This design comes from an exercise in tuning for small area on the open sky130 flow, not from production work. Where RTL was checked, it was by simulation tests only, not by an equivalence proof against the original. Power and IR drop assume default switching activity. The clock port is modelled as an ideal driver; clocking choices that lean on that would not hold on a real chip.

==> try-nickel <==
## systolic
module systolic(
    input CLK,
    input [8*8-1:0] i_Data_I_In,
    input [4*8-1:0] i_Data_W_In,
    input [4-1:0] i_EN_W_In,
    input [3-1:0] i_EN_ID_In,
    input [4*24-1:0] i_Psum_In,
    output [4*24-1:0] o_Psum_Out,
    input  [4*16-1:0] i_Addr_P_In,
    input  [4*1-1:0] i_Valid_P_In,
    output [4*16-1:0] o_Addr_P_Out,
    output [4*1-1:0] o_Valid_P_Out
);
==> flow/config.mk <==
export PLATFORM = sky130hd
export DESIGN_NAME = systolic
export DESIGN_NICKNAME = systolic
export VERILOG_FILES = /design/flow/design.v
export SDC_FILE = /design/flow/constraint.sdc
export NUM_CORES = 4
export LEC_CHECK = 0
export CAP_MARGIN = 20
export CORE_MARGIN = 2
export CORE_UTILIZATION = 45
export PLACE_DENSITY = 0.6
export SLEW_MARGIN = 20
==> flow/constraint.sdc <==
create_clock -name core_clock -period 8.0 [get_ports {CLK}]
set_input_delay 1.6000 -clock core_clock [delete_from_list [all_inputs] [get_ports {CLK}]]
set_output_delay 1.6000 -clock core_clock [all_outputs]
set_load 0.01 [all_outputs]
run.sh (not shown) runs the stock make flow with config.mk's settings and CLKGATE_MAP_FILE= SYNTH_SCRIPT=/design/flow/synth_recipe.tcl, a recipe that flattens the netlist after the stock synthesis.
==> try-amber: changes against try-nickel <==
--- a/flow/config.mk
+++ b/flow/config.mk
@@ -6,4 +6,5 @@
 export NUM_CORES = 4
 export LEC_CHECK = 0
+export ABC_AREA = 1
 export CAP_MARGIN = 20
 export CORE_MARGIN = 2
==> results.txt <==
quantity	try-nickel	try-amber
Net Count, Synth	13.5k	13.9k
Post-synthesis xor/xnor area fraction	2.85%	1.87%
Row cnt	189	180
Well tap count	3,533	3,185
Portion of total power attributed to sequential cells	32.8%	33.8%
Critical path data arrival time	8.58 ns	8.56 ns
CORE AREA	266,000 µm²	241,000 µm²
Routed met1 length	132,000 µm	114,000 µm
Count of clock-net buffers in the final layout	303	293
Cell depth of the worst flop-to-flop path	31	32
Sequential cell area fraction in the yosys report	35.9%	39.6%
Number of instances resized during post-cts repair	46	28
Worst reg2reg path startpoint	col[2].row[2].u_pe.Data_W_Buf[1]	col[2].row[3].u_pe.Data_W_Buf[0]
Layout cell share with drive strength beyond 1	13.5%	10.2%
Switch share	35.6%	35.6%
Layout buffering overhead excluding clock cells	6.90%	6.05%
Status	finished clean	finished clean
Worst clock skew	0.0587 ns	0.0780 ns
Area growth syn-to-layout	14.7%	16.0%
Storage element area	43,300 µm²	43,300 µm²
Via count	82.9k	77.1k
Sequential power	14.2 mW	14.1 mW
First-pass GRT wire length	445,000 µm	399,000 µm
Function was not checked in any run of this note: the RTL went through the layout flow alone.

* * *

==> run M <==
systolic, a different RTL version from the one above (not shown whole).
## systolic
module systolic(
    input CLK,
    input [8*8-1:0] i_Data_I_In,
    input [4*8-1:0] i_Data_W_In,
    input [4-1:0] i_EN_W_In,
    input [3-1:0] i_EN_ID_In,
    input [4*24-1:0] i_Psum_In,
    output [4*24-1:0] o_Psum_Out,
    input  [4*16-1:0] i_Addr_P_In,
    input  [4*1-1:0] i_Valid_P_In,
    output [4*16-1:0] o_Addr_P_Out,
    output [4*1-1:0] o_Valid_P_Out
);
clock: 8.0 ns
lec_check: 0
cap_margin: 20
core_margin: 2
core_utilization: 55
gpl_timing_driven: 0
place_density: 0.7
slew_margin: 20
synth_hierarchical: 1
synth_minimum_keep_size: 0
standard.sh (not shown) runs the stock make flow with config.mk's settings and CLKGATE_MAP_FILE= SYNTH_SCRIPT=/design/flow/synth_recipe.tcl, a recipe that flattens the netlist after the stock synthesis.
==> flow/flow/run.sh <==
#!/bin/bash
# Own layout flow: the standard synthesis, then area recovery on its netlist
# (flow/downsize.py puts combinational cells that abc sized up back to drive 1;
# registers are untouched), then the standard layout from floorplan to finish,
# with a clock tree built from larger sink clusters and without dummy loads, and drive-1 port buffers.
# Each step writes its full output to its own log file in this folder.
set -euo pipefail
R=orfs/results/$FLOW_PLATFORM/systolic/base
bash standard.sh synth > synth.log 2>&1
python3 flow/downsize.py $R/1_2_yosys.v \
  $FLOW_HOME/platforms/$FLOW_PLATFORM/lib/sky130_fd_sc_hd__tt_025C_1v80.lib > downsize.log 2>&1
rm -f $R/1_synth.odb
bash standard.sh \
  CTS_ARGS="-sink_clustering_enable -repair_clock_nets -dont_use_dummy_load -sink_clustering_size 32 -sink_clustering_max_diameter 140" \
  BUFFER_PORTS_ARGS="-buffer_cell sky130_fd_sc_hd__buf_1" \
  finish > layout.log 2>&1
==> flow/flow/downsize.py <==
#!/usr/bin/env python3
"""Area recovery on the synthesised netlist: every combinational cell that abc
sized up (drive strength 2 or more) goes back to its drive-1 variant when the
library has one.  Flip-flops, buffers and adder cells are left as they are; the
layout's own repair steps size cells up again where timing needs it."""
import re
import sys

net, lib = sys.argv[1], sys.argv[2]
cells = set(re.findall(r'cell\s*\(\s*"?(sky130_fd_sc_hd__\w+?)"?\s*\)', open(lib).read()))
keep = re.compile(r"sky130_fd_sc_hd__(df|edf|sdf|dl|buf|clk|fa_|ha_|conb|tap|fill|decap|diode)")
text = open(net).read()
count = {}


def sub(m):
    name = m.group(0)
    if keep.match(name):
        return name
    base, drive = m.group(1), m.group(2)
    small = f"{base}_1"
    if drive not in ("1", "0") and small in cells:
        count[name] = count.get(name, 0) + 1
        return small
    return name


text = re.sub(r"\b(sky130_fd_sc_hd__\w+?)_(\d+)\b", sub, text)
open(net, "w").write(text)
for k, v in sorted(count.items()):
    print(f"{k} -> _1: {v}")
==> inputs of run H, as changes to run M <==
--- a/flow/design.v
+++ b/flow/design.v
@@ -173,17 +173,17 @@
 fa u40 (.a(p[14]), .b(x3_8), .ci(c38), .s(s40), .co(c40));
 wire c41;
 ha u41 (.a(s40), .b(c39), .s(y0[14]), .co(c41));
 fa u42 (.a(p[15]), .b(c40), .ci(c41), .s(y0[15]), .co(co));
 endmodule
-module mac_o16_i16 (
+module mac_o19_i16 (
     input  [7:0]  a,
     input  [7:0]  w,
     input         ci,    
     input  [23:0] p,
     output        co,    
-    output [16:0] y0
+    output [19:0] y0
 );
 wire one0 = w[0];
 wire two0 = w[1] & ~w[0];
 wire neg0 = w[1];
 wire one1, two1;
@@ -351,20 +351,26 @@
 fa u40 (.a(p[14]), .b(x3_8), .ci(c38), .s(s40), .co(c40));
 wire c41;
 ha u41 (.a(s40), .b(c39), .s(y0[14]), .co(c41));
 wire c42;
 fa u42 (.a(p[15]), .b(c40), .ci(c41), .s(y0[15]), .co(c42));
-fa u43 (.a(p[16]), .b(ci), .ci(c42), .s(y0[16]), .co(co));
+wire c43;
+fa u43 (.a(p[16]), .b(ci), .ci(c42), .s(y0[16]), .co(c43));
+wire c44;
+ha u44 (.a(p[17]), .b(c43), .s(y0[17]), .co(c44));
+wire c45;
+ha u45 (.a(p[18]), .b(c44), .s(y0[18]), .co(c45));
+ha u46 (.a(p[19]), .b(c45), .s(y0[19]), .co(co));
 endmodule
-module mac_o15_i17 (
+module mac_o15_i20 (
     input  [7:0]  a,
     input  [7:0]  w,
     input         ci,    
     input  [23:0] p,
     output        co,    
     output [15:0] y0,
-    output [23:17] y1
+    output [23:20] y1
 );
 wire one0 = w[0];
 wire two0 = w[1] & ~w[0];
 wire neg0 = w[1];
 wire one1, two1;
@@ -532,23 +538,17 @@
 fa u40 (.a(p[14]), .b(x3_8), .ci(c38), .s(s40), .co(c40));
 wire c41;
 ha u41 (.a(s40), .b(c39), .s(y0[14]), .co(c41));
 fa u42 (.a(p[15]), .b(c40), .ci(c41), .s(y0[15]), .co(co));
 wire c43;
-ha u43 (.a(p[17]), .b(ci), .s(y1[17]), .co(c43));
+ha u43 (.a(p[20]), .b(ci), .s(y1[20]), .co(c43));
 wire c44;
-ha u44 (.a(p[18]), .b(c43), .s(y1[18]), .co(c44));
+ha u44 (.a(p[21]), .b(c43), .s(y1[21]), .co(c44));
 wire c45;
-ha u45 (.a(p[19]), .b(c44), .s(y1[19]), .co(c45));
-wire c46;
-ha u46 (.a(p[20]), .b(c45), .s(y1[20]), .co(c46));
-wire c47;
-ha u47 (.a(p[21]), .b(c46), .s(y1[21]), .co(c47));
-wire c48;
-ha u48 (.a(p[22]), .b(c47), .s(y1[22]), .co(c48));
-wire s49 = p[23] ^ c48;
-assign y1[23] = s49;   
+ha u45 (.a(p[22]), .b(c44), .s(y1[22]), .co(c45));
+wire s46 = p[23] ^ c45;
+assign y1[23] = s46;   
 endmodule
 module mac_i16_k (
     input  [7:0]  a,
     input  [7:0]  w,
     input         ci,    
@@ -848,43 +848,43 @@
                 always @(posedge CLK) d_q[8*c+r] <= co;
                 assign sum[23:16] = p_in[23:16];
             end
             if (r == 1) begin : g_m1
                 wire co;
-                mac_o16_i16 u_mac (.a(a_in), .w(wb_q[8*(8*c+r) +: 8]), .p(p_in), .ci(d_q[8*c+r-1]), .co(co), .y0(sum[16:0]));
+                mac_o19_i16 u_mac (.a(a_in), .w(wb_q[8*(8*c+r) +: 8]), .p(p_in), .ci(d_q[8*c+r-1]), .co(co), .y0(sum[19:0]));
                 always @(posedge CLK) d_q[8*c+r] <= co;
-                assign sum[23:17] = p_in[23:17];
+                assign sum[23:20] = p_in[23:20];
             end
             if (r == 2) begin : g_m2
                 wire co;
-                mac_o15_i17 u_mac (.a(a_in), .w(wb_q[8*(8*c+r) +: 8]), .p(p_in), .ci(d_q[8*c+r-1]), .co(co), .y0(sum[15:0]), .y1(sum[23:17]));
+                mac_o15_i20 u_mac (.a(a_in), .w(wb_q[8*(8*c+r) +: 8]), .p(p_in), .ci(d_q[8*c+r-1]), .co(co), .y0(sum[15:0]), .y1(sum[23:20]));
                 always @(posedge CLK) d_q[8*c+r] <= co;
-                assign sum[16:16] = p_in[16:16];
+                assign sum[19:16] = p_in[19:16];
             end
             if (r == 3) begin : g_m3
                 wire co;
-                mac_o16_i16 u_mac (.a(a_in), .w(wb_q[8*(8*c+r) +: 8]), .p(p_in), .ci(d_q[8*c+r-1]), .co(co), .y0(sum[16:0]));
+                mac_o19_i16 u_mac (.a(a_in), .w(wb_q[8*(8*c+r) +: 8]), .p(p_in), .ci(d_q[8*c+r-1]), .co(co), .y0(sum[19:0]));
                 always @(posedge CLK) d_q[8*c+r] <= co;
-                assign sum[23:17] = p_in[23:17];
+                assign sum[23:20] = p_in[23:20];
             end
             if (r == 4) begin : g_m4
                 wire co;
-                mac_o15_i17 u_mac (.a(a_in), .w(wb_q[8*(8*c+r) +: 8]), .p(p_in), .ci(d_q[8*c+r-1]), .co(co), .y0(sum[15:0]), .y1(sum[23:17]));
+                mac_o15_i20 u_mac (.a(a_in), .w(wb_q[8*(8*c+r) +: 8]), .p(p_in), .ci(d_q[8*c+r-1]), .co(co), .y0(sum[15:0]), .y1(sum[23:20]));
                 always @(posedge CLK) d_q[8*c+r] <= co;
-                assign sum[16:16] = p_in[16:16];
+                assign sum[19:16] = p_in[19:16];
             end
             if (r == 5) begin : g_m5
                 wire co;
-                mac_o16_i16 u_mac (.a(a_in), .w(wb_q[8*(8*c+r) +: 8]), .p(p_in), .ci(d_q[8*c+r-1]), .co(co), .y0(sum[16:0]));
+                mac_o19_i16 u_mac (.a(a_in), .w(wb_q[8*(8*c+r) +: 8]), .p(p_in), .ci(d_q[8*c+r-1]), .co(co), .y0(sum[19:0]));
                 always @(posedge CLK) d_q[8*c+r] <= co;
-                assign sum[23:17] = p_in[23:17];
+                assign sum[23:20] = p_in[23:20];
             end
             if (r == 6) begin : g_m6
                 wire co;
-                mac_o15_i17 u_mac (.a(a_in), .w(wb_q[8*(8*c+r) +: 8]), .p(p_in), .ci(d_q[8*c+r-1]), .co(co), .y0(sum[15:0]), .y1(sum[23:17]));
+                mac_o15_i20 u_mac (.a(a_in), .w(wb_q[8*(8*c+r) +: 8]), .p(p_in), .ci(d_q[8*c+r-1]), .co(co), .y0(sum[15:0]), .y1(sum[23:20]));
                 always @(posedge CLK) d_q[8*c+r] <= co;
-                assign sum[16:16] = p_in[16:16];
+                assign sum[19:16] = p_in[19:16];
             end
             if (r == 7) begin : g_m7
                 mac_i16_k u_mac (.a(a_in), .w(wb_q[8*(8*c+r) +: 8]), .p(p_in), .ci(d_q[8*c+r-1]), .y0(sum[23:0]));
             end
             if (r < 8 - 1) begin : g_wp
--- a/flow/flow/run.sh
+++ b/flow/flow/run.sh
@@ -9,8 +9,8 @@
 bash standard.sh synth > synth.log 2>&1
 python3 flow/downsize.py $R/1_2_yosys.v \
   $FLOW_HOME/platforms/$FLOW_PLATFORM/lib/sky130_fd_sc_hd__tt_025C_1v80.lib > downsize.log 2>&1
 rm -f $R/1_synth.odb
 bash standard.sh \
-  CTS_ARGS="-sink_clustering_enable -repair_clock_nets -dont_use_dummy_load -sink_clustering_size 32 -sink_clustering_max_diameter 140" \
+  CTS_ARGS="-sink_clustering_enable -repair_clock_nets -dont_use_dummy_load -sink_clustering_size 24 -sink_clustering_max_diameter 120" \
   BUFFER_PORTS_ARGS="-buffer_cell sky130_fd_sc_hd__buf_1" \
   finish > layout.log 2>&1
- GPL_TIMING_DRIVEN: 0 -> 1
==> comparison table <==
Status: run H finished clean; run M finished clean
Timing startpoint of the critical path: run H i_Data_I_In[8]; run M i_Data_I_In[60]
Initial antenna violation count: run H 5; run M 3
Final Hold Slack: run H 275 ps; run M 281 ps
Routed length per placed instance: run H 19.0 µm; run M 18.5 µm
P_clk: run H 5.11 mW; run M 4.56 mW
Routed via count: run H 49,900; run M 49,400
Max FO, Critical Path: run H 2; run M 9
Final clock skew: run H 65.7 ps; run M 63.6 ps
Diodes inserted: run H 2; run M 3
Switch Pwr: run H 12.6 mW; run M 12.3 mW
Global Route met1 Usage: run H 28.9%; run M 28.3%
Reg-to-Reg Start: run H wb_q[200]; run M wb_q[121]
Detailed router's first-iteration violation count: run H 2,423; run M 2,473
Clock transition time at the flip-flop clock pins of the worst setup and hold paths: run H 80 ps; run M 100 ps
Later-pin clock latency in the skew report: run H 770 ps; run M 750 ps
Only the layout flow was run in run H; the RTL was not checked for function there.

==> afterwards: timing with drivers on the ports <==
The flow's constraints put no driver on any port. The routed layouts listed below were extracted and timed again, unchanged, in two steps.
Step 1 (the two cells are an assumption about what drives the block):
set clk [get_ports {CLK}]
set_driving_cell -lib_cell sky130_fd_sc_hd__clkbuf_16 $clk
set_driving_cell -lib_cell sky130_fd_sc_hd__buf_2 [delete_from_list [all_inputs] $clk]
Step 2 times the ports against the registers' clock, not the clock port: input delays grow and output delays shrink by t, the midpoint of the rising clock arrivals with the driver on.
Three values: ideal ports, drivers, drivers and shift; two values: the first two.
run	t (ns)	slack for setup (ns)	worst data-port slew with drivers (ns)
try-nickel	0.969	0.170 / 0.236 / -0.733	0.20
try-amber	0.938	0.203 / 0.223 / -0.715	0.13
run M	0.792	0.267 / 0.281 / -0.493	0.11
run H	0.823	0.264 / 0.311 / -0.512	0.09
With both steps, setup timing fails in every run listed, where it was met with ideal ports. The setup slack of try-amber, which loses most, moves by +0.020 ns with the drivers and by -0.918 ns with both steps.
